This is an optimization exercise on Yosys and OpenROAD, whose aim is small area, not a production implementation.
In this exercise RTL edits were held to simulation tests only and were not proved equivalent to the original.
The flow treats the clock pin as an ideal source, which a real chip does not have.

Setup of run 1:
==> flow/design.v (excerpt) <==
module vga_core
(
  input  wire         reset,
  input  wire         color_3b,       
  input  wire         mode_bit,       
  input  wire         clk_dot,        
  input  wire  [31:0] random_num,     
  output wire  [23:0] vga_pixel_rgb,  
  output wire         vga_active,     
  output wire         vga_hsync,      
  output wire         vga_vsync       
);
Settings: LEC_CHECK=0, CAP_MARGIN=20, CORE_MARGIN=2, CORE_UTILIZATION=80, SLEW_MARGIN=20; clock period 10.0 ns.
standard.sh (not shown) runs the stock make flow with config.mk's settings and CLKGATE_MAP_FILE= SYNTH_SCRIPT=/design/flow/synth_recipe.tcl, a recipe that flattens the netlist after the stock synthesis.
==> flow/flow/run.sh <==
#!/bin/bash
# Own flow: the standard layout (standard.sh, unchanged synthesis), with
# the smallest buffer on the ports and a clock tree of small buffers without
# dummy loads.  Each tool's output is in orfs/logs; make's own output is in
# flow_make.log here.
set -euo pipefail
CTS="-sink_clustering_enable -repair_clock_nets -sink_clustering_size 30 -sink_clustering_max_diameter 100 -buf_list {sky130_fd_sc_hd__clkbuf_8} -dont_use_dummy_load"
bash standard.sh "BUFFER_PORTS_ARGS=-buffer_cell sky130_fd_sc_hd__buf_1" "CTS_ARGS=$CTS" "POST_CTS_TCL=$PWD/flow/post_cts.tcl" finish > flow_make.log 2>&1
==> flow/flow/post_cts.tcl <==
# After CTS: downsize cells off the critical paths (power recovery, which
# here means smaller cells), then repair slew and capacitance again and
# legalise.
estimate_parasitics -placement
repair_timing -recover_power 100 -match_cell_footprint
repair_design -match_cell_footprint
detailed_placement
check_placement -verbose
What run 2 does differently from run 1 at the input level:
diff --git a/flow/design.v b/flow/design.v
--- a/flow/design.v
+++ b/flow/design.v
@@ -25,23 +25,23 @@
  always @ ( posedge clk_dot or posedge reset ) begin
    if ( reset == 1 ) begin
      h_r <= 11'd837;
      v_r <= 10'd599;
    end else begin
      h_r <= hn;
      v_r <= vn;
    end
  end
  reg act_r;
  wire h_1053 = h_r[10] & h_r[4] & h_r[3] & h_r[2] & ~h_r[1] & h_r[0];
- wire h_797  = ( h_r[9:0] == 10'd797 );                         
+ wire h_797  = ( h_r == 11'd797 );
  always @ ( posedge clk_dot or posedge reset ) begin
    if ( reset == 1 )   act_r <= 1'b0;
    else if ( h_1053 )  act_r <= ( v_r <= 10'd597 ) || ( v_r >= 10'd626 );
    else if ( h_797 )   act_r <= 1'b0;
  end
  assign vid_active = act_r;
  assign new_frame  = v_end & h_1053;
  assign vga_hsync  = !h_r[10] && ( h_r[9:0] >= 10'd839 ) && ( h_r[9:0] <= 10'd966 );
  wire   p_2_218    = h_r[10] || ( h_r[9:0] >= 10'd839 );
  assign vga_vsync  = ( v_r >= 10'd600 && v_r <= 10'd602 ) ||
                      ( v_r == 10'd599 &&  p_2_218 ) ||
@@ -76,45 +76,48 @@
     .new_frame  ( new_frame  ),
     .vid_active ( vga_active ),
     .vga_hsync  ( vga_hsync  ),
     .vga_vsync  ( vga_vsync  )
   );
   reg          init;         
   reg          mode_p1;      
   reg          c3_p1;        
   reg          demo;         
   reg          first;        
   reg  [8:0]   line_d;       
+  reg  [22:0]  line_rgb;
   reg  [23:0]  bx;           
   reg  [23:0]  by;           
   reg          x_neg, y_neg;      
   reg  [9:0]   x_frac, y_frac;    
   reg  [2:0]   lock;         
-  reg  [22:0]  demo_rgb;     
-  reg          rgb_v, dir_v;   
+  reg  [22:0]  ball_rgb;
+  reg          line_v, ball_v, dir_v;   
   reg          pix_hit;      
   reg  [22:0]  pix_rgb;
-  reg          pix_cv;       
   always @ ( posedge clk_dot or posedge reset ) begin
     if ( reset == 1 ) init <= 1'b1;
     else              init <= 1'b0;
   end
   wire start = init | ~mode_bit;    
   wire rise  = mode_bit & ( ~mode_p1 | init );
-  wire line_wrap = line_d[8] & line_d[5] & line_d[3] & line_d[2];
+  wire line_wrap = ( line_d == 9'd300 );
+  wire line_load = ~mode_bit | ( new_frame & line_wrap );
   always @ ( posedge clk_dot ) begin
     if ( start ) begin
       line_d <= 9'd0;
     end else if ( new_frame == 1 ) begin
       line_d <= line_wrap ? 9'd0 : line_d + 9'd1;
     end
+    line_v <= line_load | ( line_v & ~init );
+    if ( line_load ) line_rgb <= random_num[22:0];
   end
   wire [15:0] bxi = bx[23:8];
   wire [15:0] byi = by[23:8];
   wire x_out = ( bxi < 16'd24 ) || ( bxi > 16'd760 );
   wire y_out = ( byi < 16'd24 ) || ( byi > 16'd542 );
   wire unlocked = ( lock == 3'd0 );
   wire sr0      = lock[0] & ~lock[1];
   wire x_bounce = unlocked && x_out;
   wire y_bounce = unlocked && y_out;
   reg        busy, x_flip, y_flip, x_c, y_c;
   wire [4:0] bit_i = h[4:0];
@@ -150,28 +153,27 @@
     y_c <= shift & ~last & ( ( by[0] & y_d ) | ( by[0] & y_c ) | ( y_d & y_c ) );
     if ( new_frame ) begin
       x_flip <= x_bounce;
       y_flip <= y_bounce;
     end
     if ( init ) begin
       lock <= 3'd0;
     end else if ( mode_bit & new_frame ) begin
       lock <= { lock[1:0], x_bounce | y_bounce | sr0 };
     end
   end
-  wire demo_next = demo ^ rise;     
-  wire rgb_load  = ~mode_bit | ( new_frame & ( demo_next ? line_wrap : sr0 ) );
-  always @ ( posedge clk_dot ) begin
-    rgb_v  <= rgb_load | ( rgb_v & ~init );
+  wire ball_load = ~mode_bit | ( new_frame & sr0 );
+  always @ ( posedge clk_dot ) begin
+    ball_v <= ball_load | ( ball_v & ~init );
     dir_v  <= ~mode_bit | ( dir_v & ~init );
-    if ( rgb_load ) demo_rgb <= random_num[22:0];
+    if ( ball_load ) ball_rgb <= random_num[22:0];
     if ( mode_bit == 0 ) begin
       x_frac <= random_num[11:2];
       y_frac <= random_num[23:14];
     end else if ( shift & lo10 ) begin
       x_frac <= { x_frac[0], x_frac[9:1] };
       y_frac <= { y_frac[0], y_frac[9:1] };
     end
   end
   reg  ball_hx, ball_hy;
   wire hx = ~h_end & ( ( h == bxi[10:0] ) | ( ball_hx & ( hn[3:0] != bxi[3:0] ) ) );
   wire hy = h_end ? ( ~v_end & ( ( v == byi[9:0] ) | ( ball_hy & ( vn[3:0] != byi[3:0] ) ) ) )
@@ -205,26 +207,23 @@
       demo <= 1'b0;
     end else begin
       if ( rise ) demo <= ~demo;
     end
   end
   always @ ( posedge clk_dot ) begin
     mode_p1 <= mode_bit;
     c3_p1   <= color_3b;
     first   <= init | ( first & ~new_frame );
     if ( init )         pix_hit <= 1'b0;
     else if ( mode_p1 ) pix_hit <= demo ? line_hit : ball_hit;
-    if ( mode_p1 ) begin
-      pix_rgb <= demo_rgb;
-      pix_cv  <= rgb_v;
-    end
+    if ( mode_p1 ) pix_rgb <= demo ? ( line_v ? line_rgb : 23'd0 ) : ( ball_v ? ball_rgb : 23'd0 );
   end
   wire [2:0] bar = h[9:7];
   wire r_en = bar[0] ^ bar[1];
   wire g_en = bar[2] | ( bar[1] & bar[0] );
   wire b_en = ~bar[0];
   wire [7:0] ramp = { h[6:0], 1'b0 };
   wire [23:0] tp  = { r_en ? ramp : 8'd0, g_en ? ramp : 8'd0, b_en ? ramp : 8'd0 };
-  wire [23:0] dp  = { pix_hit, ( pix_hit & pix_cv ) ? pix_rgb : 23'd0 };
+  wire [23:0] dp  = pix_hit ? { 1'b1, pix_rgb } : 24'd0;
   wire [23:0] raw = mode_p1 ? dp : tp;
   assign vga_pixel_rgb = c3_p1 ? { {8{raw[23]}}, {8{raw[15]}}, {8{raw[7]}} } : raw;
 endmodule
==> run summary <==
Run 2 ends up with a smallest setup slack after layout that is 98 ps higher than in run 1. | post-route cell area | run 2 vs run 1 | about 13% higher |. Of run 1 and run 2, run 2 shows the higher net count of the mapped netlist, with run 1 below it. Between run 1 and run 2, synthesized flop and latch total is lower for run 1, run 2 comes in above that. Run 2: final period utilization is 0.98 points lower than what run 1 reported. Re port buffer count: no difference whatsoever between run 1 and run 2. met2 capacity usage during global routing in run 2 is 7.6 points below run 1.

[static timing again, ports no longer ideal]
No port has a modelled driver above. Below, the same layouts with a new extraction and two added sets of constraints. Step 1 (the two cells are an assumption about what drives the block):
set clk [get_ports {clk_dot}]
set_driving_cell -lib_cell sky130_fd_sc_hd__clkbuf_16 $clk
set_driving_cell -lib_cell sky130_fd_sc_hd__buf_2 [delete_from_list [all_inputs] $clk]
Step 2 also shifts input and output timing later by t, the mid clock arrival at the registers, as if the neighbouring blocks saw the same clock. Slacks: ideal / step 1 / step 2; pairs: ideal / step 1.
run	shift t [ns]	slack for setup (ns)	worst register clock-pin slew, ns	worst slew at a driven data input, ns	pins driven straight from the clock port
run 1	0.495	5.026 / 5.026 / 5.026	0.09 / 0.09	0.05	1
run 2	0.486	5.124 / 5.083 / 5.443	0.10 / 0.10	0.04	1
After both steps every run listed still meets setup and hold.
